This design comes from an exercise in tuning for small area on the open sky130 flow, not from production work.
In this exercise RTL edits were held to simulation tests only and were not proved equivalent to the original.
Power figures rest on the tool's default switching activity, not on a simulated workload.

==> flow/design.v <==
module adder(
	input clk,
	input reset,
	input upd,
	input team,
	input [2:0] delta,
	output reg [3:0] h0, h1, h2,
	output reg [3:0] g0, g1, g2
);
reg ht, gt;
wire [3:0] n0, n1, n2;
wire nt;
bcd_step step(.d0(team ? g0 : h0), .d1(team ? g1 : h1), .h(team ? g2 : h2),
	.t(team ? gt : ht), .delta(delta),
	.n0(n0), .n1(n1), .nh(n2), .nt(nt));
always @(posedge clk or negedge reset)
	if (!reset) begin
		h0 <= 4'd0; h1 <= 4'd0; h2 <= 4'd0; ht <= 1'b0;
	end else if (upd && !team) begin
		h0 <= n0; h1 <= n1; h2 <= n2; ht <= nt;
	end
always @(posedge clk or negedge reset)
	if (!reset) begin
		g0 <= 4'd0; g1 <= 4'd0; g2 <= 4'd0; gt <= 1'b0;
	end else if (upd && team) begin
		g0 <= n0; g1 <= n1; g2 <= n2; gt <= nt;
	end
endmodule
module bcd_step(
	input [3:0] d0, d1, h,
	input t,
	input [2:0] delta,
	output reg [3:0] n0, n1, nh,
	output reg nt
);
	reg [4:0] t5;
	reg up, dn, c1;
	reg [3:0] r0;
	always @(*) begin
		t5 = {1'b0, d0} + {{2{delta[2]}}, delta};
		dn = t5[4];
		up = !t5[4] && t5[3] && (t5[2] || t5[1]);
		if (up) r0 = t5[3:0] - 4'd10;
		else if (dn) r0 = t5[3:0] + 4'd10;
		else r0 = t5[3:0];
		n0 = r0;
		n1 = d1; c1 = 1'b0;
		if (up) begin
			if (d1 == 4'd9) begin n1 = 4'd0; c1 = 1'b1; end else n1 = d1 + 4'd1;
		end else if (dn) begin
			if (d1 == 4'd0) begin n1 = 4'd9; c1 = 1'b1; end else n1 = d1 - 4'd1;
		end
		nh = h; nt = t;
		if (c1 && !delta[2]) begin
			if (h == 4'd9) begin
				if (t) nh = 4'd10; else begin nh = 4'd0; nt = 1'b1; end
			end else nh = h + 4'd1;
		end else if (c1 && delta[2]) begin
			if (h == 4'd0) begin nh = 4'd9; nt = 1'b0; end
			else if (h == 4'd10) nh = 4'd9;
			else nh = h - 4'd1;
		end
		if (dn && c1 && h == 4'd0 && !t) begin
			nt = 1'b1; nh = 4'd10; n1 = 4'd4; n0 = r0 - 4'd2;
		end else if (h == 4'd10 && ((n1 == 4'd4 && r0 >= 4'd8) || n1 == 4'd5)) begin
			nt = 1'b0; nh = 4'd0; n1 = 4'd0; n0 = (r0 >= 4'd8) ? r0 - 4'd8 : r0 + 4'd2;
		end
	end
endmodule
module timer(
	input clk,
	input reset,
	input tick,
	input p,
	output reg [3:0] s0,
	output reg [2:0] s1,
	output reg [3:0] min,
	output reg pa, pb
);
reg stop;
wire zero = min == 4'd0 && s1 == 3'd0 && s0 == 4'd0;
always @(posedge clk or negedge reset)
	if (!reset) begin
		s0 <= 4'd0; s1 <= 3'd0; min <= 4'd10;
		pa <= 1'b1; pb <= 1'b0;
		stop <= 1'b0;
	end else if (tick && (p ^ stop)) begin
		stop <= 1'b0;
		if (!zero) begin
			if (s0 != 4'd0) s0 <= s0 - 4'd1;
			else begin
				s0 <= 4'd9;
				if (s1 != 3'd0) s1 <= s1 - 3'd1;
				else begin
					s1 <= 3'd5;
					min <= min - 4'd1;
				end
			end
		end else if (pa || pb) begin
			pa <= !pa && pb;
			pb <= pa ^ pb;
			min <= 4'd10;
			stop <= 1'b1;
		end
	end
endmodule
module datapath(
	input clk,
	input reset,
	input fire,
	input [3:0] key,
	input p,
	input tick,
	output [3:0] h0, h1, h2, g0, g1, g2,
	output [3:0] s0,
	output [2:0] s1,
	output [3:0] min,
	output pa, pb
);
	adder scores(.clk(clk), .reset(reset), .upd(fire), .team(key[3]), .delta(key[2:0]),
		.h0(h0), .h1(h1), .h2(h2), .g0(g0), .g1(g1), .g2(g2));
	timer timer(.clk(clk), .reset(reset), .tick(tick), .p(p),
		.s0(s0), .s1(s1), .min(min), .pa(pa), .pb(pb));
endmodule
module ps2scan(
	input clk,
	input reset,
	input ps2k_clk,
	input ps2k_data,
	output newcode,
	output [7:0] code
);
reg cs1, cs2, cs3;
reg ds1, ds2;
always @(posedge clk or negedge reset)
	if (!reset) {cs1, cs2, cs3} <= 3'b111;
	else        {cs1, cs2, cs3} <= {ps2k_clk, cs1, cs2};
always @(posedge clk) begin
	ds1 <= ps2k_data;
	ds2 <= ds1;
end
wire fall = cs3 & ~cs2;
wire d = ds2;
reg [3:0] num;
reg [7:0] sr;
always @(posedge clk or negedge reset)
	if (!reset) num <= 4'd0;
	else if (fall) begin
		if (num == 4'd0) begin
			if (!d) num <= 4'd1;
		end else if (num == 4'd10) begin
			if (d) num <= 4'd0;
		end else
			num <= num + 4'd1;
	end
always @(posedge clk)
	if (fall && num != 4'd0 && num <= 4'd8) sr <= {d, sr[7:1]};
assign newcode = fall && (num == 4'd10) && d;
assign code = sr;
endmodule
module receive(
	input [7:0] code,
	output reg [3:0] cls
);
	always @(*) begin
		case (code)
			8'h1c: cls = 4'b0001;  
			8'h1b: cls = 4'b0010;  
			8'h23: cls = 4'b0011;  
			8'h22: cls = 4'b0111;  
			8'h21: cls = 4'b0110;  
			8'h2a: cls = 4'b0101;  
			8'h3b: cls = 4'b1001;  
			8'h42: cls = 4'b1010;  
			8'h4b: cls = 4'b1011;  
			8'h32: cls = 4'b1111;  
			8'h31: cls = 4'b1110;  
			8'h3a: cls = 4'b1101;  
			8'h29: cls = 4'b1000;  
			default: cls = 4'b0000;
		endcase
	end
endmodule
module ps2_key(
	input clk,
	input reset,
	input ps2k_clk,
	input ps2k_data,
	output reg p,
	output fire,
	output [3:0] key
);
wire newcode;
wire [7:0] code;
ps2scan ps2scan(.clk(clk), .reset(reset), .ps2k_clk(ps2k_clk),
	.ps2k_data(ps2k_data), .newcode(newcode), .code(code));
wire [3:0] enc;
receive digits(.code(code), .cls(enc));
reg flag;
reg [3:0] cls;
wire prefix = (code == 8'hf0) || (code == 8'he0);
wire [3:0] ncls = flag ? 4'b0000 : enc;
wire wr = newcode && !prefix;
wire chg = wr && (ncls != cls);
always @(posedge clk or negedge reset)
	if (!reset) begin
		flag <= 1'b0;
		cls <= 4'b0000;
	end else if (newcode) begin
		if (prefix) flag <= 1'b1;
		else begin
			flag <= 1'b0;
			cls <= ncls;
		end
	end
wire active = cls[2:0] != 3'b000;
wire pause = active ? (cls == 4'b1001) : !cls[3];
reg pause_last;
always @(posedge clk or negedge reset)
	if (!reset) begin
		pause_last <= 1'b1;
		p <= 1'b0;
	end else begin
		pause_last <= pause;
		if (pause && !pause_last) p <= ~p;
	end
localparam [8:0] CNT0 = 9'h1DC;
reg [8:0] cnt;
wire hit = (cnt == 9'h0FF);
always @(posedge clk)
	if (chg || !active) cnt <= CNT0;
	else cnt <= {cnt[7:0], ~(cnt[8] ^ cnt[4]) | hit};
assign fire = active && hit;
assign key = cls;
endmodule
module lcd(
	input clk,
	input reset,
	input sample,
	input fall,
	input [3:0] h2, h1, h0, g2, g1, g0,
	input [3:0] s0,
	input [2:0] s1,
	input [3:0] min,
	input pa, pb,
	output rs,
	output [7:0] dat
);
reg [4:0] state;
reg [3:0] snap, dig;
always @(posedge clk or negedge reset)
	if (!reset) state <= 5'd0;
	else if (fall) state <= (state == 5'd31) ? 5'd15 : state + 5'd1;
reg [3:0] sel;
always @(*) begin
	case (state)
		5'd15: sel = h2;
		5'd16: sel = h1;
		5'd17: sel = h0;
		5'd19: sel = {1'b0, !(pa || pb), pb, pa};
		5'd21: sel = {3'b000, min[3] && min[1]};
		5'd22: sel = min;
		5'd24: sel = {1'b0, s1};
		5'd25: sel = s0;
		5'd28: sel = g2;
		5'd29: sel = g1;
		5'd30: sel = g0;
		default: sel = g0;
	endcase
end
always @(posedge clk) begin
	if (sample) snap <= sel;
	if (fall) dig <= snap;
end
reg [8:0] b;
always @(*) begin
	case (state)
		5'd0:  b = 9'h000;
		5'd1:  b = 9'h038;
		5'd2:  b = 9'h00c;
		5'd3:  b = 9'h006;
		5'd4:  b = 9'h001;
		5'd5:  b = {1'b1, "H"};
		5'd6:  b = {1'b1, "O"};
		5'd7:  b = {1'b1, "M"};
		5'd8:  b = {1'b1, "E"};
		5'd9:  b = 9'h08b;
		5'd10: b = {1'b1, "G"};
		5'd11: b = {1'b1, "U"};
		5'd12: b = {1'b1, "E"};
		5'd13: b = {1'b1, "S"};
		5'd14: b = {1'b1, "T"};
		5'd15: b = 9'h0c0;
		5'd19: b = {1'b1, " "};
		5'd21: b = {1'b1, "-"};
		5'd24: b = {1'b1, ":"};
		5'd27: b = {1'b1, " "};
		5'd28: b = {1'b1, " "};
		default: b = {1'b1, 4'h3, dig[3] && !dig[1], dig[2], dig[1] && !dig[3], dig[0]};
	endcase
end
assign rs = b[8];
assign dat = b[7:0];
endmodule
module top(clk, rs, rw, en, dat, ps2k_clk, ps2k_data, reset);
 input clk, reset;
 input ps2k_clk, ps2k_data;
 output [7:0] dat;
 output rs, rw, en;
 reg [2:0] ph;
 reg clkr;
 reg [4:0] u;
 always @(posedge clk or negedge reset)
  if (!reset) begin
   ph <= 3'd0; clkr <= 1'b0; u <= 5'd0;
  end else begin
   ph <= ph + 3'd1;
   if (ph == 3'd7) begin
    clkr <= ~clkr;
    u <= (u == 5'd24) ? 5'd0 : u + 5'd1;
   end
  end
 wire tick = (u == 5'd12) && (ph == 3'd3);
 wire sample = (ph == 3'd5) && !clkr;
 wire fall = (ph == 3'd7) && clkr;
 wire p, fire;
 wire [3:0] key;
 ps2_key k(.clk(clk), .reset(reset), .ps2k_clk(ps2k_clk), .ps2k_data(ps2k_data),
  .p(p), .fire(fire), .key(key));
 wire [3:0] h0, h1, h2, g0, g1, g2, s0, min;
 wire [2:0] s1;
 wire pa, pb;
 datapath d(.clk(clk), .reset(reset), .fire(fire), .key(key), .p(p), .tick(tick),
  .h0(h0), .h1(h1), .h2(h2), .g0(g0), .g1(g1), .g2(g2),
  .s0(s0), .s1(s1), .min(min), .pa(pa), .pb(pb));
 lcd l(.clk(clk), .reset(reset), .sample(sample), .fall(fall),
  .h2(h2), .h1(h1), .h0(h0), .g2(g2), .g1(g1), .g0(g0),
  .s0(s0), .s1(s1), .min(min), .pa(pa), .pb(pb),
  .rs(rs), .dat(dat));
 assign en = clkr;
 assign rw = 1'b0;
endmodule
==> flow/flow/run.sh <==
#!/bin/bash
# Layout flow: the standard ORFS flow (standard.sh) with
#  - an area-oriented ABC script for the standard synthesis's logic mapping
#    (registers are mapped before ABC runs, so they are the standard ones),
#  - small port buffers, and a clock tree without dummy loads.
# Each tool's output goes to a log file of its own in this folder.
set -euo pipefail
S=$PWD/scripts
rm -rf "$S"
cp -r "$FLOW_HOME/scripts" "$S"
cp flow/abc_area.script "$S/abc_area.script"
CTS="-sink_clustering_enable -repair_clock_nets -dont_use_dummy_load -buf_list sky130_fd_sc_hd__clkbuf_4 -root_buf sky130_fd_sc_hd__clkbuf_8"
bash standard.sh SCRIPTS_DIR="$S" ABC_AREA=1 synth > synth.log 2>&1
bash standard.sh SCRIPTS_DIR="$S" ABC_AREA=1 \
  BUFFER_PORTS_ARGS="-buffer_cell sky130_fd_sc_hd__buf_1" \
  CTS_ARGS="$CTS" finish > layout.log 2>&1
==> flow/flow/abc_area.script <==
strash
&get -n
&deepsyn -T 20
&put
dch -f
amap
topo
==> flow/standard.sh <==
#!/bin/bash
# synth_recipe.tcl (not shown) runs the flow's synth.tcl, then flattens the netlist and writes it again
# the make line also repeats each setting of config.mk as NAME=value (left out here)
make -C /OpenROAD-flow-scripts/flow DESIGN_CONFIG=/design/flow/config.mk WORK_HOME=/design/flow/orfs CLKGATE_MAP_FILE= SYNTH_SCRIPT=/design/flow/synth_recipe.tcl "${@:-finish}"
==> flow/config.mk <==
export PLATFORM = sky130hd
export DESIGN_NAME = top
export DESIGN_NICKNAME = top
export VERILOG_FILES = /design/flow/design.v
export SDC_FILE = /design/flow/constraint.sdc
export NUM_CORES = 4
export LEC_CHECK = 0
export CAP_MARGIN = 20
export CORE_MARGIN = 2
export CORE_UTILIZATION = 40
export SLEW_MARGIN = 20
==> flow/constraint.sdc <==
create_clock -name core_clock -period 10.0 [get_ports {clk}]
set_input_delay 2.0000 -clock core_clock [delete_from_list [all_inputs] [get_ports {clk}]]
set_output_delay 2.0000 -clock core_clock [all_outputs]
set_load 0.01 [all_outputs]
==> results.yml, run 1 <==
run_status:
  status: "no timing/DRC/antenna violations"
floorplanning:
  ios: 15
  dieArea_um2: 13900
  rows: 41
  coreArea_um2: 12600
  die_w_um: 118
  die_h_um: 118
  initial_core_util: 0.410
logic_synthesis:
  synth_warnings: 8
  ys_async_sr_fraction: 0.716
  synth-edff-count: 16
  yosysTopAreaCell: "dfrtp_1"
  syn_nets: 633
  syn_area_um2: 5170
  ys_ff_latch: 95
  seq_area_frac_synth: 0.466
  synthCells: 598
  yosys.area.top_type_share: 0.295
  avgSynthCellArea_um2: 8.65
  ys_types: 47
  synthFlopType: "dfrtp_1"
  synthTopCellsByArea: "dfrtp_1 (30%), edfxtp_1 (9.3%), clkinv_1 (7.8%)"
sta:
  rsz0062_at_grt: "false"
  fin_crit_sh: 0.592
  whs_ns: 0.335
  hold_violations: 0
  finalMaxSlewViolations: 0
  setup_viol: 0
  max-slew-margin-rel: 0.368
  clock.fmax_mhz: 169
  tightest_slew_ns: 0.924
  skew_ns: 0.0194
  finalCriticalPeriod_ns: 5.92
  setup_tns_ns: 0
clock_tree:
  insertion_delay_ns: 0.37
  cts_root_buffer: "clkbuf_8"
  postCtsHoldBufs: 0
  clk_path_buf_depth: 2
  cts_buffers: 9
  clk_pin_slew_ns: 0.09
  cts_tree: "done"
  ctsResizeCount: 0
  postCtsSetupRepairBufs: 0
  clock_sinks: 95
  cts_max_level: 3
setup_path:
  crit_type: "register to register"
  required_ns: 10.23
  rr_endpoint: "d.scores.h0[2]"
  startpoint_type: "register"
  cp_slowest_cell: "dfrtp_1"
  crit_chain: "clkinv_1 -> o22ai_1 -> ha_1 -> fa_1 -> nand2_1 -> nand2b_1 -> a21oi_1 -> o21ai_0 -> nor3b_1 -> nand2_1 -> nand2_1 -> nand3_1 -> nor2_1 -> or2_0 -> o21ai_0 -> nor2_1 -> a21oi_1 -> nor4_1 -> clkinv_1 -> nor2_1 -> nor2_1 -> a221o_1 -> nor2_1 -> a21oi_1"
  cpPeakStageDelay_ns: 0.65
  worstPathArrival_ns: 6.15
  worst-r2r-setup-slack_ns: 4.08
  setup.worst_path.end_class: "register"
  path_max_fanout: 18
  r2r_start: "k.cls[3]"
  reg2regPathDepth: 24
  crit_top_cell: "nor2_1"
job:
  drv_cap: 0
hold_path:
  hp-class: "register to register"
  hold_depth: 0
  hp-start: "k.ps2scan.ds1"
  hold_end: "k.ps2scan.ds2"
drt:
  wirelength_um: 11900
  route.antenna.remaining_nets: 0
  drc: 0
  vias: 4327
  drt_first_pass_iters: 5
  wl_per_cell_um: 15.0
  viasPerCell: 5.45
  first_iter_violations: 449
final_layout:
  finalNonFillerCells: 794
  multi_input_area_um2: 2350
  diodes: 0
  syn_to_final_growth_pct: 7.81
  most-common-layout-cells: "clkinv_1 (107), nor2_1 (95), dfrtp_1 (61), o22ai_1 (41), a21oi_1 (40)"
  nNetsFinal: 659
  nFillCells: 1274
  final_util: 0.442
  final_common_cell: "clkinv_1"
  final_area_um2: 5580
  seq_area_um2: 2410
  layout-drive-gt1-share: 0.0322
global_routing:
  grt_pass1_vias: 4084
  grt_max_degree: 69
  grt_antenna_before_repair: 0
  grt_pass1_wl_um: 20200
  grtUsageTotal: 0.181
  grt-ovfl-total: 0
placed_design:
  placed_area_um2: 5450
  io_buffers: 13
  dpl.hpwl_um: 8930
  gp_congestion: 0.931
  dp.cells: 785
power:
  vdd_drop_max_mv: 0.0773
  leakage_nw: 2.23
  p_per_area_nw_per_um2: 138
## registers in the layout, summed over array words and instances, names as in the netlist, 4 cells and up
register and count:
k.cnt 9, k.ps2scan.sr 8, l.state 5, u 5
d.scores.g0 4, d.scores.g1 4, d.scores.g2 4, d.scores.h0 4
d.scores.h1 4, d.scores.h2 4, d.timer.min 4, d.timer.s0 4
k.cls 4, k.ps2scan.num 4, l.dig 4, l.snap 4
## worst max-delay path, delay by kind of cell, from the launching register on
family | cells | cell delay (ns)
buf+inv | 2 | 0.74
flops | 1 | 0.65
simple gates | 13 | 2.40
fa+ha+maj | 2 | 0.44
compound gates | 7 | 1.50
## layer usage
metal,vias to the layer above,GRT usage,share of wire,routed length [µm]
met2,121,0.285,0.47,5660
li1,2157,-,-,-
met5,-,0,0,0
met4,0,0.0836,0.024,286
met1,2027,0.243,0.45,5410
met3,22,0.0320,0.047,557
## cell type report
class                           count  area share
Clock buffer                        9      0.0222
Sequential cell                    95       0.432
Tap cell                          172      0.0386
Timing Repair Buffer               16      0.0130
Multi-Input combinational cell    395       0.422
Inverter                          107      0.0720
## cells by family (layout without fill, tap and decap cells)
| family | after synthesis | after routing | synth area share |
|---|---|---|---|
| AO/OA/AOI/OAI | 171 | 171 | 0.211 |
| adder cells (fa/ha/maj) | 31 | 31 | 0.0764 |
| buffers and inverters | 108 | 132 | 0.0791 |
| flip-flops | 95 | 95 | 0.466 |
| other | 1 | 1 | 0.000725 |
| AND/OR/NAND/NOR | 192 | 192 | 0.167 |
## power breakdown
part           switching [mW]  total [mW]  internal, mW
Combinational          0.0735       0.115        0.0418
Clock                   0.122       0.203        0.0808
Sequential             0.0270       0.454         0.426
Total                   0.222       0.772         0.549
## stage by stage
step                      power, mW  setup WS (ns)
after floorplan               0.540           5.22
final                         0.772           4.08
after CTS                     0.780           4.19
after global placement        0.572           4.65
after global routing          0.817           3.38
after detailed placement      0.576           4.25
## cell usage after synthesis (4+ instances only)
library cell,count
clkinv_1,107
nor2_1,95
dfrtp_1,61
o22ai_1,41
a21oi_1,40
nand2_1,35
o21ai_0,35
ha_1,30
edfxtp_1,16
or2_0,14
dfxtp_1,11
nor3_1,10
nand3_1,9
o221ai_1,9
dfstp_2,7
a2111oi_0,6
nand4_1,6
o22a_1,6
a31oi_1,5
nor4_1,5
a211oi_1,4
nor2b_1,4
o21bai_1,4
o32ai_1,4
or3_1,4
## how the worst max path moves through the flow
stage / start / end / slack, ns / cells after the start
6_report: k.cls[3] / d.scores.h0[2] / 4.08 / 24
5_1_grt: k.cls[3] / d.scores.g0[2] / 3.38 / 24
4_1_cts: k.cls[3] / d.scores.h0[2] / 4.19 / 24
3_5_place_dp: k.cls[3] / d.scores.h0[2] / 4.25 / 24
3_3_place_gp: k.cls[3] / d.scores.g0[2] / 4.65 / 24
2_1_floorplan: k.cls[3] / d.scores.g0[2] / 5.22 / 24
==> run 2: changes to the inputs <==
--- a/flow/flow/run.sh
+++ b/flow/flow/run.sh
@@ -11,3 +11,3 @@
 cp flow/abc_area.script "$S/abc_area.script"
-CTS="-sink_clustering_enable -repair_clock_nets -dont_use_dummy_load -buf_list sky130_fd_sc_hd__clkbuf_4 -root_buf sky130_fd_sc_hd__clkbuf_8"
+CTS="-sink_clustering_enable -repair_clock_nets -dont_use_dummy_load -buf_list sky130_fd_sc_hd__clkbuf_8"
 bash standard.sh SCRIPTS_DIR="$S" ABC_AREA=1 synth > synth.log 2>&1
==> flow/flow/abc_area.script (replaced) <==
strash
&get -n
&deepsyn -T 60
&put
dch -f
amap
topo
==> results.yml, run 2 <==
global_routing:
  grt_pass1_vias: 4086
  grtUsageTotal: 0.178
  grt_antenna_before_repair: 0
  grt_pass1_wl_um: 19900
  grt_max_degree: 69
  grt-ovfl-total: 0
clock_tree:
  ctsResizeCount: 0
  cts_tree: "done"
  cts_max_level: 3
  insertion_delay_ns: 0.38
  cts_root_buffer: "clkbuf_8"
  postCtsSetupRepairBufs: 0
  clk_pin_slew_ns: 0.08
  cts_buffers: 9
  postCtsHoldBufs: 0
  clock_sinks: 95
  clk_path_buf_depth: 2
sta:
  finalMaxSlewViolations: 0
  rsz0062_at_grt: "false"
  max-slew-margin-rel: 0.399
  setup_viol: 0
  hold_violations: 0
  fin_crit_sh: 0.601
  skew_ns: 0.0290
  finalCriticalPeriod_ns: 6.01
  clock.fmax_mhz: 166
  fin_ws_ns: 3.99
  tightest_slew_ns: 0.895
  setup_tns_ns: 0
floorplanning:
  rows: 41
  dieArea_um2: 13900
  coreArea_um2: 12600
  initial_core_util: 0.411
  die_w_um: 118
  die_h_um: 118
  ios: 15
logic_synthesis:
  seq_area_frac_synth: 0.465
  syn_area_um2: 5180
  synth_warnings: 8
  yosysTopAreaCell: "dfrtp_1"
  syn_nets: 642
  yosys.area.top_type_share: 0.295
  synthTopCellsByCount: "clkinv_1 (114), nor2_1 (101), dfrtp_1 (61)"
  synthFlopType: "dfrtp_1"
  synth_most_common_cell: "clkinv_1"
  synthCells: 607
  ys_async_sr_fraction: 0.716
  synthTopCellsByArea: "dfrtp_1 (29%), edfxtp_1 (9.3%), clkinv_1 (8.3%)"
  synth-edff-count: 16
  ys_ff_latch: 95
  avgSynthCellArea_um2: 8.54
  ys_types: 47
drt:
  drt_first_pass_iters: 7
  route.antenna.remaining_nets: 0
  viasPerCell: 5.35
  drc: 0
  wl_per_cell_um: 14.5
  first_iter_violations: 351
  wirelength_um: 11700
  vias: 4304
final_layout:
  nFillCells: 1272
  largestRegisters: "k.cnt: 9 flops, k.ps2scan.sr: 8 flops"
  regMostFlops: "k.cnt"
  most-common-layout-cells: "clkinv_1 (114), nor2_1 (101), dfrtp_1 (61), o22ai_1 (51), nand2_1 (40)"
  seq_area_um2: 2410
  nNetsFinal: 669
  final_common_cell: "clkinv_1"
  layout-drive-gt1-share: 0.0332
  diodes: 0
  largest_reg_flops: 9
  syn_to_final_growth_pct: 7.94
  final_area_um2: 5590
  multi_input_area_um2: 2340
setup_path:
  worstPathArrival_ns: 6.24
  path_max_fanout: 19
  reg2regPathDepth: 26
  startpoint_type: "register"
  setup.worst_path.end_class: "register"
  required_ns: 10.23
  r2r_start: "k.cls[3]"
  crit_type: "register to register"
  crit_start: "k.cls[3]"
hold_path:
  hp-class: "register to register"
  hp-start: "k.ps2scan.ds1"
  hold_depth: 0
power:
  swShare: 0.349
  p_switching_uw: 329
  p_int_uw: 613
  p_per_area_nw_per_um2: 168
  clock_power_share: 0.209
  vdd_drop_max_mv: 0.107
  combinationalPowerShare: 0.285
  fin_total_pwr_uw: 942
  p_seq_frac: 0.506
  leakage_nw: 2.20
placed_design:
  io_buffers: 13
  placed_area_um2: 5470
  place_ws_ns: 4.13
  dpl.hpwl_um: 8910
  gp_congestion: 0.900
run_status:
  status: "no timing/DRC/antenna violations"
job:
  drv_cap: 0
==> run 2: kinds of logic after synthesis <==
| family | share of synthesized area |
|---|---|
| other cells | 0.000724 |
| buf+inv | 0.0840 |
| flops | 0.465 |
| fa+ha+maj | 0.0763 |
| simple gates | 0.174 |
| compound gates | 0.200 |
==> run 2: critical path, cell delays in order, from the launching register on <==
cell,delay (ns)
dfrtp_1,0.65
clkinv_1,0.56
nand2_1,0.16
o21ai_0,0.10
ha_1,0.25
fa_1,0.40
nand2_1,0.08
nand2_1,0.05
a21oi_1,0.17
nand2_1,0.06
o21ai_0,0.19
clkinv_1,0.18
or3_1,0.35
nor2_1,0.21
o221ai_1,0.20
clkinv_1,0.14
or2_0,0.15
nor2_1,0.05
a21oi_1,0.28
nand2_1,0.10
nor4_1,0.23
nor2b_1,0.33
clkinv_1,0.17
nor2_1,0.18
nor2_1,0.09
a221oi_1,0.39
o22ai_1,0.15
==> run 2: through the flow <==
step	hold WS [ns]	utilization	cells
after global routing	0.352	0.443	804
after CTS	0.339	0.443	804
after floorplan	0.310	-	607
final	0.336	0.443	804
after detailed placement	0.314	0.433	795
after global placement	0.318	0.433	795
==> run 2: metal layers <==
| metal | GRT usage | vias to the layer above | routed length (µm) |
|---|---|---|---|
| li1 | - | 2173 | - |
| met1 | 0.237 | 2002 | 5440 |
| met2 | 0.289 | 115 | 5460 |
| met3 | 0.0392 | 14 | 578 |
| met4 | 0.0587 | 0 | 201 |
| met5 | 0 | - | 0 |
==> run 2: power by group through the flow <==
stage               clock (mW)  combinational (mW)  sequential, mW
finish                   0.197               0.269           0.476
global route             0.221               0.309           0.484
CTS                      0.207               0.268           0.476
detailed placement           0               0.267           0.483
global placement             0               0.258           0.481
floorplan                    0               0.205           0.472
==> run 2: final timing paths <==
| check | to | slack (ns) |
|---|---|---|
| hold reg to reg | k.ps2scan.ds2 | 0.34 |
| max in group asynchronous | d.scores.h2[0] | 7.61 |
| hold / removal | k.ps2scan.ds2 | 0.34 |
| min in group asynchronous | d.timer.min[2] | 1.81 |
| setup reg to reg | d.scores.h0[2] | 3.99 |
| setup / recovery | d.scores.h0[2] | 3.99 |
==> run 2: final cells by class <==
class / count / share of cell area
Clock buffer: 9 / 0.0221
Inverter: 114 / 0.0765
Multi-Input combinational cell: 397 / 0.418
Sequential cell: 95 / 0.431
Tap cell: 172 / 0.0385
Timing Repair Buffer: 17 / 0.0143
==> run 3: changes to the inputs <==
--- a/flow/design.v
+++ b/flow/design.v
@@ -215,13 +215,10 @@
 	end
+function pause_of;
+	input [3:0] c;
+	pause_of = (c[2:0] != 3'b000) ? (c == 4'b1001) : !c[3];
+endfunction
 wire active = cls[2:0] != 3'b000;
-wire pause = active ? (cls == 4'b1001) : !cls[3];
-reg pause_last;
 always @(posedge clk or negedge reset)
-	if (!reset) begin
-		pause_last <= 1'b1;
-		p <= 1'b0;
-	end else begin
-		pause_last <= pause;
-		if (pause && !pause_last) p <= ~p;
-	end
+	if (!reset) p <= 1'b0;
+	else if (wr && pause_of(ncls) && !pause_of(cls)) p <= ~p;
 localparam [8:0] CNT0 = 9'h1DC;
@@ -322,3 +319,3 @@
   end
- wire tick = (u == 5'd12) && (ph == 3'd3);
+ wire tick = (u == 5'd12) && (ph == 3'd2);
  wire sample = (ph == 3'd5) && !clkr;
==> flow/flow/run.sh (replaced) <==
#!/bin/bash
# Layout flow: the standard ORFS flow (standard.sh) with
#  - an area-oriented ABC script for the standard synthesis's logic mapping,
#    and no separate half/full-adder mapping (registers are mapped before
#    ABC runs, so they are the standard ones),
#  - small port buffers, and a clock tree without dummy loads.
# Each tool's output goes to a log file of its own in this folder.
set -euo pipefail
S=$PWD/scripts
rm -rf "$S"
cp -r "$FLOW_HOME/scripts" "$S"
cp flow/abc_area.script "$S/abc_area.script"
CTS="-sink_clustering_enable -repair_clock_nets -dont_use_dummy_load -buf_list sky130_fd_sc_hd__clkbuf_8"
bash standard.sh SCRIPTS_DIR="$S" ABC_AREA=1 ADDER_MAP_FILE= synth > synth.log 2>&1
bash standard.sh SCRIPTS_DIR="$S" ABC_AREA=1 ADDER_MAP_FILE= \
  BUFFER_PORTS_ARGS="-buffer_cell sky130_fd_sc_hd__buf_1" \
  CTS_ARGS="$CTS" finish > layout.log 2>&1
==> flow/flow/abc_area.script (replaced) <==
strash
&get -n
&deepsyn -T 90
&put
dch -f
amap
topo
==> results.yml, run 3 <==
placed_design:
  placed_area_um2: 4980
  dpl.hpwl_um: 8500
  gp_congestion: 0.898
  io_buffers: 13
  place_ws_ns: 4.49
sta:
  finalCriticalPeriod_ns: 5.58
  setup_tns_ns: 0
  fin_crit_sh: 0.558
  max-slew-margin-rel: 0.373
  tightest_slew_ns: 0.928
  fin_ws_ns: 4.42
  skew_ns: 0.0244
  finalMaxSlewViolations: 0
  clock.fmax_mhz: 179
  rsz0062_at_grt: "false"
  setup_viol: 0
  hold_violations: 0
drt:
  viasPerCell: 5.67
  route.antenna.remaining_nets: 0
  wl_per_cell_um: 15.5
  drt_first_pass_iters: 16
  wirelength_um: 11300
  vias: 4154
  drc: 0
  first_iter_violations: 347
final_layout:
  most-common-layout-cells: "nor2_1 (108), clkinv_1 (78), dfrtp_1 (61), nand2_1 (49), o21ai_0 (38)"
  largestRegisters: "k.cnt: 9 flops, k.ps2scan.sr: 8 flops"
  layout-drive-gt1-share: 0.0305
  multi_input_area_um2: 2060
  largest_reg_flops: 9
  regMostFlops: "k.cnt"
  diodes: 0
  final_area_um2: 5110
  syn_to_final_growth_pct: 7.59
  nFillCells: 1153
  final_common_cell: "nor2_1"
  nNetsFinal: 596
  seq_area_um2: 2380
power:
  leakage_nw: 1.93
  fin_total_pwr_uw: 713
  p_per_area_nw_per_um2: 140
  vdd_drop_max_mv: 0.0672
floorplanning:
  initial_core_util: 0.412
  dieArea_um2: 12800
  coreArea_um2: 11500
  ios: 15
  die_w_um: 113
  rows: 39
  die_h_um: 113
logic_synthesis:
  syn_area_um2: 4750
  yosysTopAreaCell: "dfrtp_1"
  synth-edff-count: 16
  synthTopCellsByArea: "dfrtp_1 (32%), edfxtp_1 (10%), nor2_1 (8.5%)"
  ys_async_sr_fraction: 0.713
  ys_ff_latch: 94
  synthCells: 567
  yosys.area.top_type_share: 0.321
  synth_most_common_cell: "nor2_1"
  synthTopCellsByCount: "nor2_1 (108), clkinv_1 (78), dfrtp_1 (61)"
  avgSynthCellArea_um2: 8.37
  synth_warnings: 8
  ys_types: 43
  syn_nets: 571
  synthFlopType: "dfrtp_1"
  seq_area_frac_synth: 0.502
setup_path:
  startpoint_type: "register"
  path_max_fanout: 12
  r2r_start: "k.cls[3]"
  required_ns: 8.00
  setup.worst_path.end_class: "output pin"
  rr_endpoint: "d.scores.g0[3]"
  reg2regPathDepth: 24
  crit_type: "register to output pin"
  worst-r2r-setup-slack_ns: 4.43
  worstPathArrival_ns: 3.58
clock_tree:
  postCtsHoldBufs: 0
  clk_pin_slew_ns: 0.09
  ctsResizeCount: 0
  cts_buffers: 9
  clock_sinks: 94
  cts_tree: "done"
  cts_root_buffer: "clkbuf_8"
  cts_max_level: 3
  postCtsSetupRepairBufs: 0
  insertion_delay_ns: 0.38
  clk_path_buf_depth: 2
global_routing:
  grt_antenna_before_repair: 0
  grt_max_degree: 68
  grt-ovfl-total: 0
  grt_pass1_vias: 3864
  grtUsageTotal: 0.192
  grt_pass1_wl_um: 19400
hold_path:
  hold_end: "k.ps2scan.ds2"
  hold_depth: 0
  hp-start: "k.ps2scan.ds1"
  hp-class: "register to register"
job:
  drv_cap: 0
run_status:
  status: "no timing/DRC/antenna violations"
==> run 3: per-stage QoR <==
stage	instances	hold WS [ns]	utilization
2_1_floorplan	567	0.310	-
3_3_place_gp	724	0.312	0.433
3_5_place_dp	724	0.315	0.433
4_1_cts	733	0.338	0.444
5_1_grt	733	0.341	0.444
6_report	733	0.334	0.444
==> run 3: report_power, final <==
group	internal (mW)	switching [mW]	leakage [nW]
logic	0.0319	0.0585	0.746
registers	0.409	0.0170	1.12
clock network	0.0807	0.116	0.0647
total	0.521	0.192	1.93
==> run 3: cells by family (layout without fill, tap and decap cells) <==
group	Yosys count	after routing	synth area share
AO/OA/AOI/OAI	166	166	0.225
buffers and inverters	79	102	0.0632
other	1	1	0.000790
AND/OR/NAND/NOR	227	227	0.209
flip-flops	94	94	0.502
==> run 3: worst max-delay path by stage <==
stage | from | endpoint | slack (ns) | depth (start not counted)
after global placement | k.cls[3] | d.scores.g0[3] | 4.87 | 24
after floorplan | k.cls[3] | d.scores.h0[2] | 5.50 | 24
final | l.state[2] | dat[1] | 4.42 | 10
after global routing | k.cls[3] | d.scores.g0[3] | 3.65 | 24
after CTS | l.state[2] | dat[1] | 4.49 | 10
after detailed placement | k.cls[3] | d.scores.g0[3] | 4.49 | 24
==> run 3: area by class of cell <==
class	instances	area share
Timing Repair Buffer	15	0.0127
Sequential cell	94	0.467
Tap cell	143	0.0350
Inverter	78	0.0573
Multi-Input combinational cell	394	0.404
Clock buffer	9	0.0242
==> run 3: per-layer routing <==
| layer | global-route usage | share of wire | up-vias |
|---|---|---|---|
| li1 | - | - | 2069 |
| met1 | 0.265 | 0.47 | 1914 |
| met2 | 0.287 | 0.44 | 141 |
| met3 | 0.0348 | 0.054 | 30 |
| met4 | 0.105 | 0.039 | 0 |
| met5 | 0 | 0 | - |
==> run 3: critical path: stages (launching register included) <==
cell       delay [ns]
dfrtp_1          0.62
clkinv_1         0.38
nor2_1           0.47
clkinv_1         0.22
nand2_1          0.09
a21oi_1          0.04
a2111oi_0        0.69
nor2_1           0.13
nor3_1           0.30
o32ai_1          0.12
buf_1            0.14
==> run 4: changes to the inputs <==
--- a/flow/flow/run.sh
+++ b/flow/flow/run.sh
@@ -12,3 +12,3 @@
 cp flow/abc_area.script "$S/abc_area.script"
-CTS="-sink_clustering_enable -repair_clock_nets -dont_use_dummy_load -buf_list sky130_fd_sc_hd__clkbuf_8"
+CTS="-sink_clustering_enable -repair_clock_nets -dont_use_dummy_load -buf_list sky130_fd_sc_hd__clkbuf_8 -sink_clustering_size 30 -sink_clustering_max_diameter 300 -sink_clustering_levels 1"
 bash standard.sh SCRIPTS_DIR="$S" ABC_AREA=1 ADDER_MAP_FILE= synth > synth.log 2>&1
==> flow/flow/abc_area.script (replaced) <==
strash
&get -n
&deepsyn -T 30
&put
dch -f
amap
topo
==> results.yml, run 4 <==
run_status:
  status: "no timing/DRC/antenna violations"
sta:
  skew_ns: 0.0244
  max-slew-margin-rel: 0.373
  fin_crit_sh: 0.558
  hold_violations: 0
  setup_tns_ns: 0
  finalCriticalPeriod_ns: 5.58
  clock.fmax_mhz: 179
  finalMaxSlewViolations: 0
  rsz0062_at_grt: "false"
  setup_viol: 0
  tightest_slew_ns: 0.928
floorplanning:
  rows: 39
  die_w_um: 113
  initial_core_util: 0.412
  ios: 15
  dieArea_um2: 12800
  coreArea_um2: 11500
  die_h_um: 113
clock_tree:
  clock_sinks: 94
  cts_max_level: 3
  clk_pin_slew_ns: 0.09
  ctsResizeCount: 0
  insertion_delay_ns: 0.38
  cts_buffers: 9
  postCtsSetupRepairBufs: 0
  cts_root_buffer: "clkbuf_8"
  cts_tree: "done"
  postCtsHoldBufs: 0
  clk_path_buf_depth: 2
global_routing:
  grt_antenna_before_repair: 0
  grtUsageTotal: 0.192
  grt_max_degree: 68
  grt-ovfl-total: 0
  grt_pass1_vias: 3864
  grt_pass1_wl_um: 19400
logic_synthesis:
  synthTopCellsByCount: "nor2_1 (108), clkinv_1 (78), dfrtp_1 (61)"
  ys_async_sr_fraction: 0.713
  synth.area.mux_share: 0
  synth_top_family_by_area: "compound AO/OA/AOI/OAI gates"
  synth-edff-count: 16
  ys_ff_latch: 94
  yosys.area.top_type_share: 0.321
  synth_most_common_cell: "nor2_1"
  ys_types: 43
  synthCells: 567
  seq_area_frac_synth: 0.502
  syn_nets: 571
  synth_xor_area_frac: 0
  synth_warnings: 8
  yosysTopAreaCell: "dfrtp_1"
  syn_area_um2: 4750
  avgSynthCellArea_um2: 8.37
  synth_compound_area_frac: 0.225
  synth_fa_ha_area_frac: 0
  synthFlopType: "dfrtp_1"
  synthTopCellsByArea: "dfrtp_1 (32%), edfxtp_1 (10%), nor2_1 (8.5%)"
  synthSimpleGateAreaFrac: 0.209
drt:
  wl_per_cell_um: 15.5
  drt_first_pass_iters: 16
  drc: 0
  vias: 4154
  wirelength_um: 11300
  first_iter_violations: 347
  route.antenna.remaining_nets: 0
  viasPerCell: 5.67
power:
  swShare: 0.269
  p_switching_uw: 192
  p_int_uw: 521
  leakage_nw: 1.93
  combinationalPowerShare: 0.127
  p_per_area_nw_per_um2: 140
  vdd_drop_max_mv: 0.0672
  p_seq_frac: 0.597
  clock_power_share: 0.276
placed_design:
  io_buffers: 13
  gp_congestion: 0.898
  dpl.hpwl_um: 8500
final_layout:
  nFillCells: 1153
  nNetsFinal: 596
  largestRegisters: "k.cnt: 9 flops, k.ps2scan.sr: 8 flops"
  most-common-layout-cells: "nor2_1 (108), clkinv_1 (78), dfrtp_1 (61), nand2_1 (49), o21ai_0 (38)"
  regMostFlops: "k.cnt"
  diodes: 0
  final_common_cell: "nor2_1"
  final_util: 0.444
  largest_reg_flops: 9
  syn_to_final_growth_pct: 7.59
  layout-drive-gt1-share: 0.0305
job:
  drv_cap: 0
setup_path:
  setup.worst_path.end_class: "output pin"
  path_max_fanout: 12
  cpPeakStageDelay_ns: 0.69
  required_ns: 8.00
  crit_chain: "clkinv_1 -> nor2_1 -> clkinv_1 -> nand2_1 -> a21oi_1 -> a2111oi_0 -> nor2_1 -> nor3_1 -> o32ai_1 -> buf_1"
  worstPathArrival_ns: 3.58
  crit_type: "register to output pin"
  startpoint_type: "register"
  cp_slowest_cell: "a2111oi_0"
  cp_top_family: "simple AND/OR/NAND/NOR gates"
  crit_buf_inv: 3
hold_path:
  hp-class: "register to register"
## run 4: power groups by stage
stage / sequential, mW / combinational (mW) / clock [mW]
after floorplan: 0.429 / 0.0691 / 0
after global placement: 0.433 / 0.0897 / 0
after detailed placement: 0.434 / 0.0912 / 0
after CTS: 0.426 / 0.0917 / 0.206
after global routing: 0.430 / 0.104 / 0.221
final: 0.426 / 0.0904 / 0.197
## run 4: layout make-up
type | count | area [µm²] | area share
timing repair buffer | 15 | 65.1 | 0.0127
clock buffer | 9 | 124 | 0.0242
tap | 143 | 179 | 0.0350
multi-input combinational | 394 | 2060 | 0.404
sequential | 94 | 2380 | 0.467
inverter | 78 | 293 | 0.0573
## run 4: logic make-up after synthesis
kind of cell	count (synthesis)
AOI/OAI and AO/OA	166
buffers and inverters	79
DFF	94
other	1
and+or+nand+nor	227
## run 4: worst register-to-register path: stages (launching register included)
cell and delay [ns]:
dfrtp_1 0.75, clkinv_1 0.58, o221ai_1 0.37, a21oi_1 0.15
a21oi_1 0.18, nand2_1 0.09, nor2_1 0.14, clkinv_1 0.11
o211ai_1 0.13, o22ai_1 0.12, or2_0 0.24, nor3_1 0.29
o21bai_1 0.22, nand2_1 0.13, nor2_1 0.17, o221ai_1 0.26
nand3_1 0.20, o21a_1 0.18, and4_1 0.23, o21ai_0 0.18
nor3_1 0.28, a21o_1 0.13, nand2_1 0.06, o21ai_0 0.12
o22ai_1 0.11
## run 4: path summary, 6_finish.rpt
check                      depth (start not counted)     startpoint  slack (ns)              to
max                                               10     l.state[2]        4.42          dat[1]
min                                                0  k.ps2scan.ds1        0.33   k.ps2scan.ds2
max reg2reg                                       24       k.cls[3]        4.43  d.scores.g0[3]
min reg2reg                                        0  k.ps2scan.ds1        0.33   k.ps2scan.ds2
max in group asynchronous                          2          reset        7.61     d.scores.gt
min in group asynchronous                          2          reset        1.82  d.scores.h0[3]
## run 4: per-layer routing
| layer | vias up | GRT usage | share of wire |
|---|---|---|---|
| met2 | 141 | 0.287 | 0.44 |
| met5 | - | 0 | 0 |
| li1 | 2069 | - | - |
| met3 | 30 | 0.0348 | 0.054 |
| met1 | 1914 | 0.265 | 0.47 |
| met4 | 0 | 0.105 | 0.039 |
## run 4: metrics by stage
step           instances  hold WS [ns]  cell area [µm²]  setup WS (ns)  power, mW
3_5_place_dp         724         0.315             4980           4.49      0.525
6_report             733         0.334             5110           4.42      0.713
4_1_cts              733         0.338             5110           4.49      0.724
3_3_place_gp         724         0.312             4980           4.87      0.523
5_1_grt              733         0.341             5110           3.65      0.755
2_1_floorplan        567         0.310             4750           5.50      0.498
==> run 5: changes to the inputs <==
--- a/flow/design.v
+++ b/flow/design.v
@@ -143,18 +143,15 @@
 wire d = ds2;
-reg [3:0] num;
-reg [7:0] sr;
+reg busy;
+reg [9:0] sr;
 always @(posedge clk or negedge reset)
-	if (!reset) num <= 4'd0;
+	if (!reset) busy <= 1'b0;
 	else if (fall) begin
-		if (num == 4'd0) begin
-			if (!d) num <= 4'd1;
-		end else if (num == 4'd10) begin
-			if (d) num <= 4'd0;
-		end else
-			num <= num + 4'd1;
+		if (!busy) busy <= !d;
+		else if (sr[0] && d) busy <= 1'b0;
 	end
 always @(posedge clk)
-	if (fall && num != 4'd0 && num <= 4'd8) sr <= {d, sr[7:1]};
-assign newcode = fall && (num == 4'd10) && d;
-assign code = sr;
+	if (!busy) sr <= 10'b10_0000_0000;
+	else if (fall && !sr[0]) sr <= {d, sr[9:1]};
+assign newcode = fall && busy && sr[0] && d;
+assign code = sr[8:1];
 endmodule
@@ -316,6 +313,6 @@
     clkr <= ~clkr;
-    u <= (u == 5'd24) ? 5'd0 : u + 5'd1;
+    u <= (u == 5'd20) ? 5'd0 : {u[3:0], ~(u[4] ^ u[2])};
    end
   end
- wire tick = (u == 5'd12) && (ph == 3'd2);
+ wire tick = (u == 5'd5) && (ph == 3'd2);
  wire sample = (ph == 3'd5) && !clkr;
--- a/flow/flow/run.sh
+++ b/flow/flow/run.sh
@@ -12,3 +12,3 @@
 cp flow/abc_area.script "$S/abc_area.script"
-CTS="-sink_clustering_enable -repair_clock_nets -dont_use_dummy_load -buf_list sky130_fd_sc_hd__clkbuf_8 -sink_clustering_size 30 -sink_clustering_max_diameter 300 -sink_clustering_levels 1"
+CTS="-sink_clustering_enable -repair_clock_nets -dont_use_dummy_load -buf_list sky130_fd_sc_hd__clkbuf_8"
 bash standard.sh SCRIPTS_DIR="$S" ABC_AREA=1 ADDER_MAP_FILE= synth > synth.log 2>&1
==> flow/flow/abc_area.script (replaced) <==
strash
&get -n
&deepsyn -T 90
&put
dch -f
amap
topo
--- a/flow/config.mk
+++ b/flow/config.mk
@@ -9,3 +9,3 @@
 export CORE_MARGIN = 2
-export CORE_UTILIZATION = 40
+export CORE_UTILIZATION = 60
 export SLEW_MARGIN = 20
==> results.yml, run 5 <==
drt:
  drc: 0
  first_iter_violations: 328
  wirelength_um: 10600
  drt_first_pass_iters: 5
  wl_per_cell_um: 15.5
  route.antenna.remaining_nets: 0
  vias: 4148
  viasPerCell: 6.09
sta:
  finalCriticalPeriod_ns: 5.99
  finalMaxSlewViolations: 0
  hold_violations: 0
  clock.fmax_mhz: 167
  fin_ws_ns: 4.01
  max-slew-margin-rel: 0.470
  skew_ns: 0.0279
  whs_ns: 0.341
  tightest_slew_ns: 0.775
  rsz0062_at_grt: "false"
  setup_viol: 0
  fin_crit_sh: 0.599
  setup_tns_ns: 0
setup_path:
  r2r_start: "k.cls[3]"
  reg2regPathDepth: 29
  rr_endpoint: "d.scores.g0[3]"
  worst-r2r-setup-slack_ns: 4.01
  cpPeakStageDelay_ns: 0.66
  required_ns: 10.19
  crit_type: "register to register"
  cp_slowest_cell: "dfrtp_1"
  worstPathArrival_ns: 6.18
  critical_path.endpoint: "d.scores.g0[3]"
  crit_start: "k.cls[3]"
  setup.worst_path.end_class: "register"
  startpoint_type: "register"
  path_max_fanout: 18
  crit_top_cell: "o21ai_0"
clock_tree:
  clk_pin_slew_ns: 0.07
  postCtsSetupRepairBufs: 0
  insertion_delay_ns: 0.36
  cts_max_level: 3
  postCtsHoldBufs: 0
  clk_path_buf_depth: 2
  cts_root_buffer: "clkbuf_8"
  cts_buffers: 9
  clock_sinks: 93
  cts_tree: "done"
  ctsResizeCount: 0
logic_synthesis:
  synth_warnings: 8
  syn_area_um2: 4620
  avgSynthCellArea_um2: 8.25
  synthTopCellsByArea: "dfrtp_1 (31%), nor2_1 (9.3%), dfxtp_1 (9.1%)"
  seq_area_frac_synth: 0.491
  syn_nets: 564
  synthFlopType: "dfrtp_1"
  synthCells: 560
  ys_ff_latch: 93
  yosysTopAreaCell: "dfrtp_1"
  synthTopCellsByCount: "nor2_1 (114), clkinv_1 (85), dfrtp_1 (58)"
  synth_most_common_cell: "nor2_1"
  synth-edff-count: 8
  yosys.area.top_type_share: 0.314
  ys_async_sr_fraction: 0.688
  ys_types: 45
power:
  p_per_area_nw_per_um2: 170
  clock_power_share: 0.231
  p_switching_uw: 266
  p_seq_frac: 0.548
  vdd_drop_max_mv: 0.143
  combinationalPowerShare: 0.221
  p_int_uw: 571
  swShare: 0.318
  leakage_nw: 1.88
placed_design:
  place_ws_ns: 4.08
  placed_area_um2: 4790
  dpl.hpwl_um: 8030
  io_buffers: 13
  dp.cells: 672
  gp_congestion: 0.892
floorplanning:
  rows: 31
  die_w_um: 91.8
  ios: 15
  die_h_um: 91.8
  coreArea_um2: 7370
  initial_core_util: 0.627
  dieArea_um2: 8420
global_routing:
  grt-ovfl-total: 0
  grt_pass1_vias: 3874
  grtUsageTotal: 0.268
  grt_max_degree: 65
  grt_pass1_wl_um: 18100
  grt_antenna_before_repair: 0
final_layout:
  nNetsFinal: 588
  final_common_cell: "nor2_1"
  most-common-layout-cells: "nor2_1 (114), clkinv_1 (85), dfrtp_1 (58), o22ai_1 (49), nand2_1 (38)"
  finalNonFillerCells: 681
  largest_reg_flops: 10
  diodes: 0
  syn_to_final_growth_pct: 6.44
  final_area_um2: 4920
  largestRegisters: "k.ps2scan.sr: 10 flops, k.cnt: 9 flops"
  nFillCells: 605
  layout-drive-gt1-share: 0.0292
  regMostFlops: "k.ps2scan.sr"
job:
  drv_cap: 0
hold_path:
  hp-class: "register to register"
run_status:
  status: "no timing/DRC/antenna violations"
-- run 5: cell types whose count changed after synthesis, moves of 6 or more --
cell | before | now
o22ai_1 | 37 | 49
nand2_1 | 49 | 38
dfxtp_1 | 11 | 21
edfxtp_1 | 16 | 8
nor3_1 | 25 | 17
clkinv_1 | 78 | 85
o21ai_0 | 38 | 31
nand3_1 | 11 | 5
nor2_1 | 108 | 114
-- run 5: final cells by class --
class,instances,area (µm²),area share
sequential,93,2270,0.461
multi-input combinational,381,2020,0.412
tap,99,124,0.0252
inverter,85,319,0.0649
clock buffer,9,124,0.0252
timing repair buffer,14,57.6,0.0117
-- run 5: worst min-delay path by stage --
stage	start	to	slack, ns	cells after the start
after global placement	k.ps2scan.ds1	k.ps2scan.ds2	0.32	0
after CTS	k.ps2scan.ds1	k.ps2scan.ds2	0.35	0
after global routing	k.ps2scan.ds1	k.ps2scan.ds2	0.36	0
final	k.ps2scan.ds1	k.ps2scan.ds2	0.34	0
after detailed placement	k.ps2scan.ds1	k.ps2scan.ds2	0.33	0
after floorplan	k.ps2scan.ds1	k.ps2scan.ds2	0.31	0
-- run 5: worst max-delay path, delay by kind of cell (launching register included) --
kind | cells | cell delay (ns)
AOI/OAI and AO/OA | 15 | 2.51
and+or+nand+nor | 10 | 1.70
buffers and inverters | 4 | 0.99
DFF | 1 | 0.66
-- run 5: metrics by stage --
stage | utilization | total power [mW]
after global routing | 0.667 | 0.893
final | 0.667 | 0.837
after global placement | 0.651 | 0.648
after CTS | 0.667 | 0.842
after detailed placement | 0.651 | 0.651
after floorplan | - | 0.601
-- run 5: metal layers --
metal | vias up | part of all wire | GRT usage
met5 | - | 0 | 0
met4 | 0 | 0.028 | 0.126
met3 | 28 | 0.055 | 0.0386
met2 | 162 | 0.46 | 0.417
met1 | 1920 | 0.45 | 0.373
li1 | 2038 | - | -
-- run 5: power groups by stage --
stage / Combinational [mW] / Clock [mW] / Sequential (mW)
CTS: 0.187 / 0.197 / 0.459
detailed placement: 0.186 / 0 / 0.466
global route: 0.216 / 0.212 / 0.465
global placement: 0.183 / 0 / 0.465
finish: 0.185 / 0.193 / 0.459
floorplan: 0.145 / 0 / 0.457
-- run 5: logic make-up after synthesis --
family | Yosys count | synth area share
buf+inv | 86 | 0.0707
flops | 93 | 0.491
simple gates | 204 | 0.189
other cells | 1 | 0.000812
compound gates | 176 | 0.248
==> run 6: changes to the inputs <==
--- a/flow/config.mk
+++ b/flow/config.mk
@@ -9,3 +9,3 @@
 export CORE_MARGIN = 2
-export CORE_UTILIZATION = 60
+export CORE_UTILIZATION = 75
 export SLEW_MARGIN = 20
==> results.yml, run 6 <==
logic_synthesis:
  syn_nets: 564
  yosys.area.top_type_share: 0.314
  synthFlopType: "dfrtp_1"
  yosysTopAreaCell: "dfrtp_1"
  synthCells: 560
  ys_types: 45
  synth-edff-count: 8
  synthTopCellsByCount: "nor2_1 (114), clkinv_1 (85), dfrtp_1 (58)"
  ys_ff_latch: 93
  synth_most_common_cell: "nor2_1"
  syn_area_um2: 4620
  synthTopCellsByArea: "dfrtp_1 (31%), nor2_1 (9.3%), dfxtp_1 (9.1%)"
  avgSynthCellArea_um2: 8.25
  synth_warnings: 8
  ys_async_sr_fraction: 0.688
  seq_area_frac_synth: 0.491
placed_design:
  placed_area_um2: 4760
  io_buffers: 13
  place_ws_ns: 3.98
  dp.cells: 648
  dpl.hpwl_um: 8610
  gp_congestion: 0.931
setup_path:
  crit_top_cell: "o21ai_0"
  crit_type: "register to register"
  setup.worst_path.end_class: "register"
  cpPeakStageDelay_ns: 0.71
  worstPathArrival_ns: 6.58
  crit_buf_inv: 4
  required_ns: 10.16
  path_max_fanout: 18
  cp_top_family: "compound AO/OA/AOI/OAI gates"
  startpoint_type: "register"
  cp_slowest_cell: "dfrtp_1"
clock_tree:
  cts_buffers: 9
  clock_sinks: 93
  postCtsSetupRepairBufs: 0
  clk_pin_slew_ns: 0.07
  cts_max_level: 3
  postCtsHoldBufs: 0
  clk_path_buf_depth: 2
  cts_tree: "done"
  insertion_delay_ns: 0.36
  cts_root_buffer: "clkbuf_8"
  ctsResizeCount: 0
power:
  p_per_area_nw_per_um2: 174
  vdd_drop_max_mv: 0.186
  leakage_nw: 1.88
  fin_total_pwr_uw: 851
final_layout:
  largest_reg_flops: 10
  regMostFlops: "k.ps2scan.sr"
  syn_to_final_growth_pct: 5.79
  final_util: 0.826
  final_common_cell: "nor2_1"
  most-common-layout-cells: "nor2_1 (114), clkinv_1 (85), dfrtp_1 (58), o22ai_1 (49), nand2_1 (38)"
  nNetsFinal: 588
  diodes: 0
  finalNonFillerCells: 657
  layout-drive-gt1-share: 0.0292
  largestRegisters: "k.ps2scan.sr: 10 flops, k.cnt: 9 flops"
  final_area_um2: 4890
sta:
  skew_ns: 0.0232
  fin_ws_ns: 3.58
  setup_viol: 0
  finalMaxSlewViolations: 0
  hold_violations: 0
  tightest_slew_ns: 0.800
  fin_crit_sh: 0.642
  finalCriticalPeriod_ns: 6.42
  max-slew-margin-rel: 0.453
  clock.fmax_mhz: 156
  setup_tns_ns: 0
  whs_ns: 0.337
  rsz0062_at_grt: "false"
floorplanning:
  initial_core_util: 0.780
  coreArea_um2: 5920
  rows: 28
  ios: 15
  dieArea_um2: 6800
  die_w_um: 82.5
  die_h_um: 82.5
global_routing:
  grtUsageTotal: 0.373
  grt-ovfl-total: 0
  grt_max_degree: 63
  use_met3: 0.0793
  grt.met1_usage: 0.479
  grt_pass1_vias: 4131
  top_usage_layer: "met2"
  grtUsageMet2: 0.598
  grt_antenna_before_repair: 0
  grt_pass1_wl_um: 19100
run_status:
  status: "no timing/DRC/antenna violations"
hold_path:
  hp-class: "register to register"
drt:
  wirelength_um: 11900
  route.antenna.remaining_nets: 0
  first_iter_violations: 540
  vias: 4473
  drt_first_pass_iters: 5
  drc: 0
  wl_per_cell_um: 18.1
  viasPerCell: 6.81
job:
  drv_cap: 0
==> run 6: path summary, 6_finish.rpt <==
check / slack (ns) / from / end / depth (start not counted)
max: 3.58 / k.cls[3] / d.scores.h0[3] / 29
min: 0.34 / k.ps2scan.ds1 / k.ps2scan.ds2 / 0
max reg2reg: 3.58 / k.cls[3] / d.scores.h0[3] / 29
min reg2reg: 0.34 / k.ps2scan.ds1 / k.ps2scan.ds2 / 0
max in group asynchronous: 7.61 / reset / d.timer.min[2] / 2
min in group asynchronous: 1.44 / reset / d.scores.g2[0] / 1
==> run 6: kinds of logic (layout without fill, tap and decap cells) <==
logic type | after synthesis | count (layout) | share of synthesized area
other cells | 1 | 1 | 0.000812
buf+inv | 86 | 108 | 0.0707
compound gates | 176 | 176 | 0.248
simple gates | 204 | 204 | 0.189
flops | 93 | 93 | 0.491
==> run 6: where the power goes <==
group	switching, mW	leakage [nW]	internal, mW
clock	0.111	0.0647	0.0808
combinational	0.132	0.737	0.0647
sequential	0.0367	1.08	0.426
total	0.280	1.88	0.571
==> run 6: worst reg2reg max path, delay by kind of cell (launching register included) <==
family	cells	cell delay, ns
buf+inv	4	1.08
compound gates	15	2.62
simple gates	10	1.86
flops	1	0.71
==> run 6: routing by layer <==
layer,vias up,wire [µm]
li1,2031,-
met1,2071,4750
met2,310,5630
met3,61,996
met4,0,491
met5,-,0
==> run 6: final cells by class <==
| type | count | area, µm² |
|---|---|---|
| Sequential cell | 93 | 2270 |
| Inverter | 85 | 319 |
| Multi-Input combinational cell | 381 | 2020 |
| Tap cell | 75 | 93.8 |
| Fill cell | 355 | 1030 |
| Timing Repair Buffer | 14 | 57.6 |
| Clock buffer | 9 | 124 |
==> run 7: changes to the inputs <==
--- a/flow/config.mk
+++ b/flow/config.mk
@@ -9,3 +9,3 @@
 export CORE_MARGIN = 2
-export CORE_UTILIZATION = 75
+export CORE_UTILIZATION = 40
 export SLEW_MARGIN = 20
==> results.yml, run 7 <==
final_layout:
  final_util: 0.438
  nFillCells: 1128
  diodes: 0
  final_common_cell: "nor2_1"
  syn_to_final_growth_pct: 7.80
  finalNonFillerCells: 726
  largest_reg_flops: 10
  most-common-layout-cells: "nor2_1 (114), clkinv_1 (85), dfrtp_1 (58), o22ai_1 (49), nand2_1 (38)"
  largestRegisters: "k.ps2scan.sr: 10 flops, k.cnt: 9 flops"
  layout-drive-gt1-share: 0.0309
  regMostFlops: "k.ps2scan.sr"
  nNetsFinal: 589
global_routing:
  grt_pass1_wl_um: 18400
  grtUsageTotal: 0.182
  grt_pass1_vias: 3767
  grt_antenna_before_repair: 0
  grt-ovfl-total: 0
  grt_max_degree: 65
floorplanning:
  rows: 39
  die_w_um: 111
  dieArea_um2: 12400
  ios: 15
  coreArea_um2: 11400
  die_h_um: 111
  initial_core_util: 0.406
clock_tree:
  cts_buffers: 9
  insertion_delay_ns: 0.37
  clk_pin_slew_ns: 0.09
  ctsResizeCount: 0
  cts_root_buffer: "clkbuf_8"
  clock_sinks: 93
  cts_tree: "done"
  cts_max_level: 3
  clk_path_buf_depth: 2
  postCtsHoldBufs: 0
  postCtsSetupRepairBufs: 0
setup_path:
  setup.worst_path.end_class: "register"
  crit_buf_inv: 4
  cp.depth: 29
  reg2regPathDepth: 29
  cp_top_family: "compound AO/OA/AOI/OAI gates"
  required_ns: 10.20
  worst-r2r-setup-slack_ns: 4.02
  startpoint_type: "register"
  cp_slowest_cell: "dfrtp_1"
  cpPeakStageDelay_ns: 0.68
  worstPathArrival_ns: 6.18
  crit_top_cell: "o21ai_0"
  r2r_start: "k.cls[3]"
  crit_type: "register to register"
  path_max_fanout: 18
  rr_endpoint: "d.scores.g0[3]"
power:
  leakage_nw: 1.89
  p_per_area_nw_per_um2: 169
  fin_total_pwr_uw: 840
  vdd_drop_max_mv: 0.114
sta:
  tightest_slew_ns: 0.822
  hold_violations: 0
  finalMaxSlewViolations: 0
  clock.fmax_mhz: 167
  skew_ns: 0.0329
  setup_tns_ns: 0
  finalCriticalPeriod_ns: 5.98
  max-slew-margin-rel: 0.452
  fin_crit_sh: 0.598
  setup_viol: 0
  rsz0062_at_grt: "false"
logic_synthesis:
  synthTopCellsByCount: "nor2_1 (114), clkinv_1 (85), dfrtp_1 (58)"
  ys_ff_latch: 93
  yosys.area.top_type_share: 0.314
  synthCells: 560
  synth_most_common_cell: "nor2_1"
  avgSynthCellArea_um2: 8.25
  yosysTopAreaCell: "dfrtp_1"
  synth_warnings: 8
  synthTopCellsByArea: "dfrtp_1 (31%), nor2_1 (9.3%), dfxtp_1 (9.1%)"
  syn_nets: 564
  synthFlopType: "dfrtp_1"
  ys_async_sr_fraction: 0.688
  seq_area_frac_synth: 0.491
  synth-edff-count: 8
  syn_area_um2: 4620
  ys_types: 45
drt:
  wl_per_cell_um: 15.3
  first_iter_violations: 361
  drc: 0
  vias: 4039
  route.antenna.remaining_nets: 0
  wirelength_um: 11100
  viasPerCell: 5.56
  drt_first_pass_iters: 5
hold_path:
  hold_depth: 0
  hp-start: "k.ps2scan.ds1"
  hp-class: "register to register"
  hold_end: "k.ps2scan.ds2"
placed_design:
  dpl.hpwl_um: 8390
  io_buffers: 13
  gp_congestion: 0.960
  dp.cells: 717
job:
  drv_cap: 0
run_status:
  status: "no timing/DRC/antenna violations"
## run 7: through the flow
stage | setup slack (ns) | area [µm²] | hold WS, ns
global placement | 4.40 | 4860 | 0.321
floorplan | 5.08 | 4620 | 0.310
CTS | 4.10 | 4980 | 0.348
global route | 3.17 | 4980 | 0.355
finish | 4.02 | 4980 | 0.340
detailed placement | 4.18 | 4860 | 0.324
## run 7: cell families after synthesis
logic type / Yosys count / synth area share
buffers and inverters: 86 / 0.0707
other: 1 / 0.000812
and+or+nand+nor: 204 / 0.189
AOI/OAI and AO/OA: 176 / 0.248
DFF: 93 / 0.491
## run 7: layer usage
layer,vias up,GRT usage,share of wire
met2,124,0.284,0.45
met4,0,0.0675,0.025
li1,2026,-,-
met1,1868,0.254,0.47
met5,-,0,0
met3,21,0.0338,0.048
## run 7: worst max-delay path by stage
stage / from / endpoint
6_report: k.cls[3] / d.scores.g0[3]
5_1_grt: k.cls[3] / d.scores.h0[3]
4_1_cts: k.cls[3] / d.scores.g0[3]
3_5_place_dp: k.cls[3] / d.scores.h0[3]
3_3_place_gp: k.cls[3] / d.scores.h0[3]
2_1_floorplan: k.cls[3] / d.scores.h0[3]
## run 7: area by class of cell
type                            instances  area (µm²)  share of cell area
Clock buffer                            9         124              0.0249
Inverter                               85         319              0.0641
Multi-Input combinational cell        381        2020               0.406
Sequential cell                        93        2270               0.456
Tap cell                              143         179              0.0359
Timing Repair Buffer                   15        65.1              0.0131
## run 7: power breakdown
group | total, mW | switching (mW) | internal [mW]
clock | 0.195 | 0.114 | 0.0808
sequential | 0.459 | 0.0337 | 0.426
combinational | 0.185 | 0.121 | 0.0646
==> run 8: changes to the inputs <==
--- a/flow/design.v
+++ b/flow/design.v
@@ -79,3 +79,3 @@
 );
-reg stop;
+wire stop = min[3] && min[1] && !(pa && !pb);
 wire zero = min == 4'd0 && s1 == 3'd0 && s0 == 4'd0;
@@ -85,5 +85,3 @@
 		pa <= 1'b1; pb <= 1'b0;
-		stop <= 1'b0;
 	end else if (tick && (p ^ stop)) begin
-		stop <= 1'b0;
 		if (!zero) begin
@@ -102,3 +100,2 @@
 			min <= 4'd10;
-			stop <= 1'b1;
 		end
==> flow/flow/abc_area.script (replaced) <==
strash
&get -n
&deepsyn -T 150
&put
dch -f
amap
topo
==> results.yml, run 8 <==
final_layout:
  final_area_um2: 4960
  syn_to_final_growth_pct: 8.02
  finalNonFillerCells: 730
  layout-drive-gt1-share: 0.0324
  nFillCells: 1131
  final_util: 0.438
  largest_reg_flops: 10
  nNetsFinal: 593
  largestRegisters: "k.ps2scan.sr: 10 flops, k.cnt: 9 flops"
  most-common-layout-cells: "nor2_1 (116), clkinv_1 (78), dfrtp_1 (57), nand2_1 (53), o21ai_0 (41)"
  diodes: 0
  final_common_cell: "nor2_1"
  regMostFlops: "k.ps2scan.sr"
power:
  leakage_nw: 1.91
  fin_total_pwr_uw: 831
  vdd_drop_max_mv: 0.103
  p_per_area_nw_per_um2: 168
floorplanning:
  die_w_um: 111
  dieArea_um2: 12300
  initial_core_util: 0.405
  coreArea_um2: 11300
  rows: 39
  die_h_um: 111
  ios: 15
clock_tree:
  clk_pin_slew_ns: 0.09
  cts_root_buffer: "clkbuf_8"
  cts_buffers: 9
  postCtsHoldBufs: 0
  insertion_delay_ns: 0.37
  postCtsSetupRepairBufs: 0
  clock_sinks: 92
  ctsResizeCount: 0
  clk_path_buf_depth: 2
  cts_tree: "done"
  cts_max_level: 3
setup_path:
  crit_type: "register to register"
  cp_slowest_cell: "dfrtp_1"
  cp_top_family: "compound AO/OA/AOI/OAI gates"
  required_ns: 10.24
  crit_buf_inv: 4
  setup.worst_path.end_class: "register"
  path_max_fanout: 20
  crit_top_cell: "nor2_1"
  crit_start: "k.cls[3]"
  cpPeakStageDelay_ns: 0.74
  startpoint_type: "register"
  r2r_start: "k.cls[3]"
  worstPathArrival_ns: 6.42
sta:
  tightest_slew_ns: 1.00
  fin_crit_sh: 0.618
  rsz0062_at_grt: "false"
  max-slew-margin-rel: 0.325
  fin_ws_ns: 3.82
  finalCriticalPeriod_ns: 6.18
  whs_ns: 0.332
  skew_ns: 0.0266
  hold_violations: 0
  clock.fmax_mhz: 162
  finalMaxSlewViolations: 0
  setup_tns_ns: 0
  setup_viol: 0
drt:
  drc: 0
  route.antenna.remaining_nets: 0
  drt_first_pass_iters: 4
  viasPerCell: 5.57
  vias: 4066
  first_iter_violations: 306
  wirelength_um: 11100
  wl_per_cell_um: 15.2
logic_synthesis:
  ys_types: 44
  synthTopCellsByCount: "nor2_1 (116), clkinv_1 (78), dfrtp_1 (57)"
  synth_fa_ha_area_frac: 0
  synthTopCellsByArea: "dfrtp_1 (31%), nor2_1 (9.5%), dfxtp_1 (9.2%)"
  synthCells: 563
  synth-edff-count: 8
  synthSimpleGateAreaFrac: 0.219
  seq_area_frac_synth: 0.489
  synth_xor_area_frac: 0
  syn_area_um2: 4590
  synth_compound_area_frac: 0.225
  synth_warnings: 8
  synthFlopType: "dfrtp_1"
  synth.area.mux_share: 0
  yosys.area.top_type_share: 0.311
  ys_ff_latch: 92
  ys_async_sr_fraction: 0.685
  avgSynthCellArea_um2: 8.15
  yosysTopAreaCell: "dfrtp_1"
  syn_nets: 567
  synth_most_common_cell: "nor2_1"
  synth_top_family_by_area: "compound AO/OA/AOI/OAI gates"
hold_path:
  hp-start: "k.ps2scan.ds1"
  hp-class: "register to register"
global_routing:
  grt_pass1_wl_um: 18700
  grt-ovfl-total: 0
  grt_antenna_before_repair: 0
  grtUsageTotal: 0.187
  grt_pass1_vias: 3892
  grt_max_degree: 64
placed_design:
  placed_area_um2: 4830
  dpl.hpwl_um: 8390
  dp.cells: 721
  gp_congestion: 0.872
  io_buffers: 13
  place_ws_ns: 3.97
job:
  drv_cap: 0
run_status:
  status: "no timing/DRC/antenna violations"
==> run 8: metal layers <==
layer / vias up / global-route usage / wire (µm)
met5: - / 0 / 0
met4: 0 / 0.0905 / 345
li1: 2042 / - / -
met1: 1877 / 0.249 / 5210
met2: 122 / 0.294 / 5000
met3: 25 / 0.0377 / 517
==> run 8: where the power goes <==
| group | switching, mW | leakage (nW) | internal, mW |
|---|---|---|---|
| Clock | 0.116 | 0.0647 | 0.0807 |
| Combinational | 0.118 | 0.778 | 0.0619 |
| Sequential | 0.0327 | 1.07 | 0.421 |
==> run 8: final cells by class <==
type                            count  area, µm²  share of cell area
Clock buffer                        9        124              0.0250
Inverter                           78        293              0.0591
Multi-Input combinational cell    392       2040               0.412
Tap cell                          143        179              0.0361
Sequential cell                    92       2240               0.453
Timing Repair Buffer               16       72.6              0.0146
==> run 8: final timing paths <==
path	endpoint	cells past startpoint	slack, ns
worst max register to register	d.scores.h2[3]	32	3.82
worst min-delay path	k.ps2scan.ds2	0	0.33
worst max-delay path	d.scores.h2[3]	32	3.82
max in group asynchronous	l.state[0]	2	7.69
min in group asynchronous	ph[1]	2	1.77
worst min register to register	k.ps2scan.ds2	0	0.33
==> run 8: kinds of logic after synthesis <==
logic type,Yosys count
buffers and inverters,79
AO/OA/AOI/OAI,159
other,1
flip-flops,92
AND/OR/NAND/NOR,232

Setup slack of run 8, layout unchanged: 3.823 ns with ideal ports, 3.823 ns with driving cells assumed (clock clkbuf_16, inputs buf_2), 3.823 ns with port delays also shifted by the 0.395 ns mid clock arrival.
